This design comes from an exercise in tuning for small area, a short achievable clock period and few clock cycles on the open sky130 flow, not from production work.
The RTL was checked by simulation tests, not by an equivalence proof against the original design.
No driver is modelled on the clock port, so clocking that relies on it looks cheaper here than on a real chip.
No activity file was given, so power comes from the tool's default toggle rates.

==> flow/design.v <==
`timescale 1ps/1ps
module ALU(
    input [7:0] A,
    input [7:0] B,
    input [2:0] op_code,
    output reg [7:0] result);
    always@(*) begin
        case(op_code)
            3'b000: result <= A + B;
            3'b001: result <= A - B;
            3'b010: result <= A * B;
            3'b011: result <= (B == 8'd0) ? 8'hFF : A / B;
            3'b100: result <= A & B;
            3'b101: result <= A | B;
            3'b110: result <= A ^ B;
            3'b111: result <= 8'd0;
            default: result <= 8'dx;
        endcase
    end
endmodule
`timescale 1ps/1ps
module ALU_Src(
    input [7:0] Rt_data,
    input [7:0] Imm,
    input ALU_src_cntrl,
    output [7:0] to_ALU);
    assign to_ALU = ALU_src_cntrl ? Imm : Rt_data;
endmodule
`timescale 1ps/1ps
module Data_Mem(
    input clk,
    input rst,
    input [7:0] data_in,
    input [7:0] addr,
    input mem_write,
    output [7:0] data_out
    );
    reg [7:0] data_address [0:63];  
    always@(posedge clk or posedge rst) begin
        if(rst) begin
            integer i;
            for(i = 0; i < 64; i = i + 1) data_address[i] <= 8'd0;
        end
        else begin
            if(mem_write)
                data_address[addr] <= data_in;
        end
    end
    assign data_out = data_address[addr];
endmodule
`timescale 1ps/1ps
module Instruc_decode(
    input clk,
    input [15:0] instruc,
    output reg [2:0] ALU_op,
    output reg ALU_src_cntrl,
    output reg Reg_write,
    output reg Mem_write,
    output reg Reg_src_cntrl,
    output reg [2:0] Rs,
    output reg [2:0] Rt,
    output reg [2:0] Rd,
    output reg [2:0] Imm,
    output reg [5:0] Addr);
    always@(posedge clk) begin
        ALU_op <= instruc[15:13];
        ALU_src_cntrl <= instruc[12];
        Reg_write <= instruc[11];
        Mem_write <= instruc[10];
        Reg_src_cntrl <= instruc[9];
        Rs <= instruc[8:6];
        Rt <= instruc[5:3];
        Rd <= instruc[2:0];
        Imm <= instruc[5:3];
        Addr <= instruc[5:0];
    end
endmodule
`timescale 1ps/1ps
module Reg_Src(
    input [7:0] from_ALU,
    input [7:0] from_DMem,
    input Reg_src_cntrl,
    output [7:0] to_reg);
    assign to_reg = Reg_src_cntrl ? from_DMem : from_ALU;
endmodule
`timescale 1ps/1ps
module Register_Mem(
    input clk,
    input rst,
    input [2:0] ALU_op,
    input [2:0] rs_in,
    input [2:0] rt_in,
    input [2:0] rd_in,
    input [7:0] from_reg_src,
    input reg_write,
    output [7:0] rs_out,
    output [7:0] rt_out,
    output [7:0] save_out
    );
  reg [7:0] registers [7:0];  
    always@(posedge clk or posedge rst) begin
        if(rst) begin
            integer i;
            for(i = 0; i < 8; i = i + 1) registers[i] <= 8'd0;
        end
        else begin
            if(reg_write) begin
                if(ALU_op != 3'b111)  
                    registers[rd_in] <= from_reg_src;
                else  
                    registers[rs_in] <= from_reg_src;
            end
        end
    end
    assign rs_out = registers[rs_in];
    assign rt_out = registers[rt_in];
    assign save_out = registers[rs_in];
endmodule
`timescale 1ps/1ps
module mips_lite(
    input         clk,
    input         rst,
    input  [15:0] instr,
    input         instr_valid,
    output        instr_ready,
    output        wb_valid,
    output [2:0]  wb_reg,
    output [7:0]  wb_data,
    output        st_valid,
    output [5:0]  st_addr,
    output [7:0]  st_data
    );
    integer i;
    reg        ir_v;
    reg [15:0] ir;
    reg        stall;    
    reg        rdy;      
    assign instr_ready = rdy;
    wire accept = instr_valid & ~stall;
    wire [2:0] ir_op   = ir[15:13];
    wire       ir_src  = ir[12];
    wire       ir_rw   = ir[11];
    wire       ir_mw   = ir[10];
    wire       ir_rsrc = ir[9];
    wire [2:0] ir_rs   = ir[8:6];
    wire [2:0] ir_rt   = ir[5:3];
    wire [5:0] ir_addr = ir[5:0];
    wire [2:0] ir_dst  = (ir_op == 3'd7) ? ir_rs : ir[2:0];
    wire       ir_go   = ir_v & ~stall;
    wire       ir_div  = ir_v & ir_rw & ~ir_rsrc & (ir_op == 3'd3);
    wire [2:0] in_op   = instr[15:13];
    wire       in_alu  = instr[11] & ~instr[9] & (in_op != 3'd7);
    wire       in_usrs = in_alu | instr[10];
    wire       in_usrt = in_alu & ~instr[12];
    wire       in_dep  = (in_usrs & (instr[8:6] == ir_dst)) |
                         (in_usrt & (instr[5:3] == ir_dst));
    always @(posedge clk or posedge rst) begin
        if (rst) begin
            ir_v  <= 1'b0;
            stall <= 1'b0;
        end else begin
            if (~stall)
                ir_v <= instr_valid;
            stall <= accept & ir_div & in_dep;
        end
    end
    always @(posedge clk)
        rdy <= ~(accept & ir_div & in_dep);
    always @(posedge clk)
        if (~stall)
            ir <= instr;
    reg [7:0] R [0:7];
    reg [7:0] M [0:63];
    reg       r_written;
    reg       m_written;
    reg       e1_rw;     
    reg       e1_mw;     
    reg [2:0] e1_op;
    reg       e1_rsrc;
    reg [2:0] e1_dst;
    reg [5:0] e1_addr;
    reg [7:0] A;
    reg [7:0] B;
    reg       st_v;
    reg [5:0] st_a;
    reg [7:0] st_d;
    reg           e2_rw;
    reg           e2_div;
    reg [2:0]     e2_dst;
    reg [7:0]     e2_res;    
    reg [3:0]     e2_r;      
    reg [7:0]     e2_b;      
    reg [9:0]     e2_b3;     
    function automatic [9:0] div_step(input [7:0] r, input [1:0] ab,
                                      input [7:0] b, input [9:0] b3,
                                      input integer w);
        reg [9:0] t, d1, d2, d3;
        reg       g1, g2, g3;
        begin
            t = {r, ab} & ((10'd1 << w) - 10'd1);
            {g1, d1} = {1'b1, t} - {3'b000, b};
            {g2, d2} = {1'b1, t} - {2'b00, b, 1'b0};
            {g3, d3} = {1'b1, t} - {1'b0, b3};
            div_step = {g2 | g3, g3 | (g1 & ~g2),
                        g3 ? d3[7:0] : g2 ? d2[7:0] : g1 ? d1[7:0] : t[7:0]};
        end
    endfunction
    wire [9:0] b3 = {2'b00, B} + {1'b0, B, 1'b0};
    wire [9:0] s1 = div_step(8'd0, A[7:6], B, b3, 2);
    wire [9:0] s2 = div_step(s1[7:0], A[5:4], B, b3, 4);
    reg [7:0] alu1;    
    always @* begin
        case (e1_op)
            3'd0: alu1 = A + B;
            3'd1: alu1 = A - B;
            3'd2: alu1 = A * B;
            3'd4: alu1 = A & B;
            3'd5: alu1 = A | B;
            3'd6: alu1 = A ^ B;
            default: alu1 = 8'd0;
        endcase
    end
    wire [63:0] m_sel;
    reg  [7:0]  mem_q;
    genvar gi;
    generate
        for (gi = 0; gi < 64; gi = gi + 1) begin : g_sel
            assign m_sel[gi] = (e1_addr == gi);
        end
    endgenerate
    always @* begin
        mem_q = 8'd0;
        for (i = 0; i < 64; i = i + 1)
            mem_q = mem_q | ({8{m_sel[i]}} & M[i]);
        if (~m_written)
            mem_q = 8'd0;
    end
    wire [7:0] e1_res = e1_rsrc ? mem_q : alu1;
    wire       e1_div = ~e1_rsrc & (e1_op == 3'd3);
    wire [9:0] s3 = div_step({4'd0, e2_r}, e2_res[3:2], e2_b, e2_b3, 6);
    wire [9:0] s4 = div_step(s3[7:0], e2_res[1:0], e2_b, e2_b3, 8);
    wire [7:0] e2_fin = e2_div ? {e2_res[7:4], s3[9:8], s4[9:8]} : e2_res;
    wire [7:0] rf_rs = r_written ? R[ir_rs] : 8'd0;
    wire [7:0] rf_rt = r_written ? R[ir_rt] : 8'd0;
    wire [7:0] a_val  = (e1_rw & (e1_dst == ir_rs)) ? e1_res :
                        (e2_rw & (e2_dst == ir_rs)) ? e2_fin : rf_rs;
    wire [7:0] rt_val = (e1_rw & (e1_dst == ir_rt)) ? e1_res :
                        (e2_rw & (e2_dst == ir_rt)) ? e2_fin : rf_rt;
    wire [7:0] b_val  = ir_src ? {5'd0, ir_rt} : rt_val;
    always @(posedge clk or posedge rst) begin
        if (rst) begin
            e1_rw <= 1'b0;
            e1_mw <= 1'b0;
            e2_rw <= 1'b0;
        end else begin
            e1_rw <= ir_go & ir_rw;
            e1_mw <= ir_go & ir_mw;
            e2_rw <= e1_rw;
        end
    end
    always @(posedge clk) begin
        e1_op   <= ir_op;
        e1_rsrc <= ir_rsrc;
        e1_dst  <= ir_dst;
        e1_addr <= ir_addr;
        A       <= a_val;
        B       <= b_val;
        e2_div  <= e1_div;
        e2_dst  <= e1_dst;
        e2_res  <= e1_div ? {s1[9:8], s2[9:8], A[3:0]} : e1_res;
        e2_r    <= s2[3:0];
        e2_b    <= B;
        e2_b3   <= b3;
        st_v    <= ir_go & ir_mw;
        st_a    <= ir_addr & {6{ir_mw}};
        st_d    <= a_val & {8{ir_mw}};
    end
    always @(posedge clk or posedge rst) begin
        if (rst) begin
            r_written <= 1'b0;
            m_written <= 1'b0;
        end else begin
            if (e2_rw) r_written <= 1'b1;
            if (e1_mw) m_written <= 1'b1;
        end
    end
    always @(posedge clk) begin
        for (i = 0; i < 8; i = i + 1)
            R[i] <= ({8{e2_rw & (e2_dst == i)}} & e2_fin) |
                    ({8{~(e2_rw & ((e2_dst == i) | ~r_written))}} & R[i]);
        for (i = 0; i < 64; i = i + 1)
            M[i] <= ({8{e1_mw & m_sel[i]}} & A) |
                    ({8{~(e1_mw & (m_sel[i] | ~m_written))}} & M[i]);
    end
    reg       wb_v_q;
    reg [2:0] wb_reg_q;
    reg [7:0] wb_data_q;
    always @(posedge clk) begin
        wb_v_q    <= e2_rw;
        wb_reg_q  <= e2_dst;
        wb_data_q <= e2_fin;
    end
    assign wb_valid = wb_v_q;
    assign wb_reg   = wb_reg_q;
    assign wb_data  = wb_data_q;
    assign st_valid = st_v;
    assign st_addr  = st_a;
    assign st_data  = st_d;
endmodule
export LEC_CHECK = 0
export ABC_AREA = 1
export CAP_MARGIN = 20
export CORE_MARGIN = 2
export CORE_UTILIZATION = 40
export CTS_CLUSTER_DIAMETER = 80
export CTS_CLUSTER_SIZE = 25
export SLEW_MARGIN = 20
create_clock -name core_clock -period 16.0 [get_ports {clk}]
standard.sh (not shown) runs the stock make flow with config.mk's settings and CLKGATE_MAP_FILE= SYNTH_SCRIPT=/design/flow/synth_recipe.tcl, a recipe that flattens the netlist after the stock synthesis.
==> flow/flow/run.sh <==
#!/bin/bash
# Layout: the standard flow in two parts.
#  3. the rest of the standard flow.
set -euo pipefail
R=orfs/results/$FLOW_PLATFORM/mips_lite/base
bash standard.sh SETUP_SLACK_MARGIN=11.9 cts > standard_cts.log 2>&1
ODB_IN=$R/4_cts.odb ODB_OUT=$R/4_cts.odb openroad -no_init -exit flow/noroot.tcl > noroot.log 2>&1
bash standard.sh SETUP_SLACK_MARGIN=11.9 finish > standard_finish.log 2>&1
==> flow/flow/noroot.tcl <==
set db [ord::get_db]
read_db $::env(ODB_IN)
set block [ord::get_db_block]
set root [$block findInst clkbuf_0_clk]
if {$root eq "NULL"} { puts "noroot: no root buffer"; write_db $::env(ODB_OUT); exit 0 }
set in_net ""
set out_net ""
foreach it [$root getITerms] {
  set n [$it getNet]
  if {$n eq "NULL"} continue
  if {[$it isInputSignal]} { set in_net $n } elseif {[$it isOutputSignal]} { set out_net $n }
}
set loads {}
foreach it [$out_net getITerms] {
  if {[$it getInst] ne $root} { lappend loads $it }
}
puts "noroot: [$in_net getName] -> [$out_net getName], [llength $loads] loads"
if {[llength $loads] > 4} { puts "noroot: too many loads, keeping root"; write_db $::env(ODB_OUT); exit 0 }
foreach it $loads { $it disconnect; $it connect $in_net }
odb::dbInst_destroy $root
odb::dbNet_destroy $out_net
write_db $::env(ODB_OUT)
Testbench counts at the start, summed over its fixed seeds: cycles 24,579.
Rerun with:
CORE_UTILIZATION = 55   (was 40)
The new run passed the timing, design-rule and antenna checks.
Sequential share of layout area goes up by 0.74 points.
Synthesized area stays the same.
Register-to-register slack barely changes.
Die area goes down by 27%.
Rerun with:
==> flow/flow/run.sh (replaced) <==
#!/bin/bash
set -euo pipefail
bash standard.sh SETUP_SLACK_MARGIN=11.9 finish > standard.log 2>&1
CORE_UTILIZATION = 40   (was 55)
removed: flow/flow/noroot.tcl
What happened:
- total power is higher by about 1.8%
- via count stays flat
- die area is higher by 37%
- critical path depth is unchanged
- cell area is higher by 1.7%
Rerun with:
==> flow/flow/run.sh (replaced) <==
#!/bin/bash
# Layout: the standard flow in two parts.
#  3. the rest of the standard flow.
set -euo pipefail
R=orfs/results/$FLOW_PLATFORM/mips_lite/base
bash standard.sh SETUP_SLACK_MARGIN=11.9 cts > standard_cts.log 2>&1
ODB_IN=$R/4_cts.odb ODB_OUT=$R/4_cts.odb openroad -no_init -exit flow/noroot.tcl > noroot.log 2>&1
bash standard.sh SETUP_SLACK_MARGIN=11.9 finish > standard_finish.log 2>&1
==> flow/flow/noroot.tcl (new file) <==
set db [ord::get_db]
read_db $::env(ODB_IN)
set block [ord::get_db_block]
set root [$block findInst clkbuf_0_clk]
if {$root eq "NULL"} { puts "noroot: no root buffer"; write_db $::env(ODB_OUT); exit 0 }
set in_net ""
set out_net ""
foreach it [$root getITerms] {
  set n [$it getNet]
  if {$n eq "NULL"} continue
  if {[$it isInputSignal]} { set in_net $n } elseif {[$it isOutputSignal]} { set out_net $n }
}
set loads {}
foreach it [$out_net getITerms] {
  if {[$it getInst] ne $root} { lappend loads $it }
}
puts "noroot: [$in_net getName] -> [$out_net getName], [llength $loads] loads"
if {[llength $loads] > 4} { puts "noroot: too many loads, keeping root"; write_db $::env(ODB_OUT); exit 0 }
foreach it $loads { $it disconnect; $it connect $in_net }
odb::dbInst_destroy $root
odb::dbNet_destroy $out_net
write_db $::env(ODB_OUT)
CORE_UTILIZATION = 55   (was 40)
CTS_CLUSTER_DIAMETER = 90   (was 80)
Outcome: The new run went through all stages and came out clean. Wire length goes down by 1.5%. Non-clock buffer count goes down by 17. Maximum frequency goes up by about 6%. Via count is about the same. Critical path depth stays the same. Combinational power barely changes. Total power goes down by about 3.4%. Cell area goes down by 2.0%.

port drivers added, routing unchanged:
No port has a modelled driver above. Below, the same layouts with a new extraction and two added sets of constraints. Step 1 sets driving cells, clkbuf_16 on the clock port and buf_2 on the other inputs (assumed; they add their load-dependent delay and slew). Step 2 also shifts input and output timing later by t, the mid clock arrival at the registers, as if the neighbouring blocks saw the same clock. Slacks: ideal / step 1 / step 2; pairs: ideal / step 1.
| run | shift t [ns] | slack for setup (ns) | clock arrival spread, ns |
|---|---|---|---|
| the first run | 0.538 | 11.911 / 11.777 / 11.575 | 0.032 / 0.033 |
| the second run | 0.520 | 11.945 / 11.815 / 11.519 | 0.041 / 0.041 |
| the third run | 0.665 | 11.716 / 11.647 / 11.423 | 0.041 / 0.041 |
| the fourth run | 0.519 | 11.945 / 11.818 / 11.510 | 0.048 / 0.048 |
After both steps setup and hold are still met in every run listed. For the fourth run, which loses most, drivers alone change the setup slack by -0.127 ns; drivers and shift together by -0.435 ns.
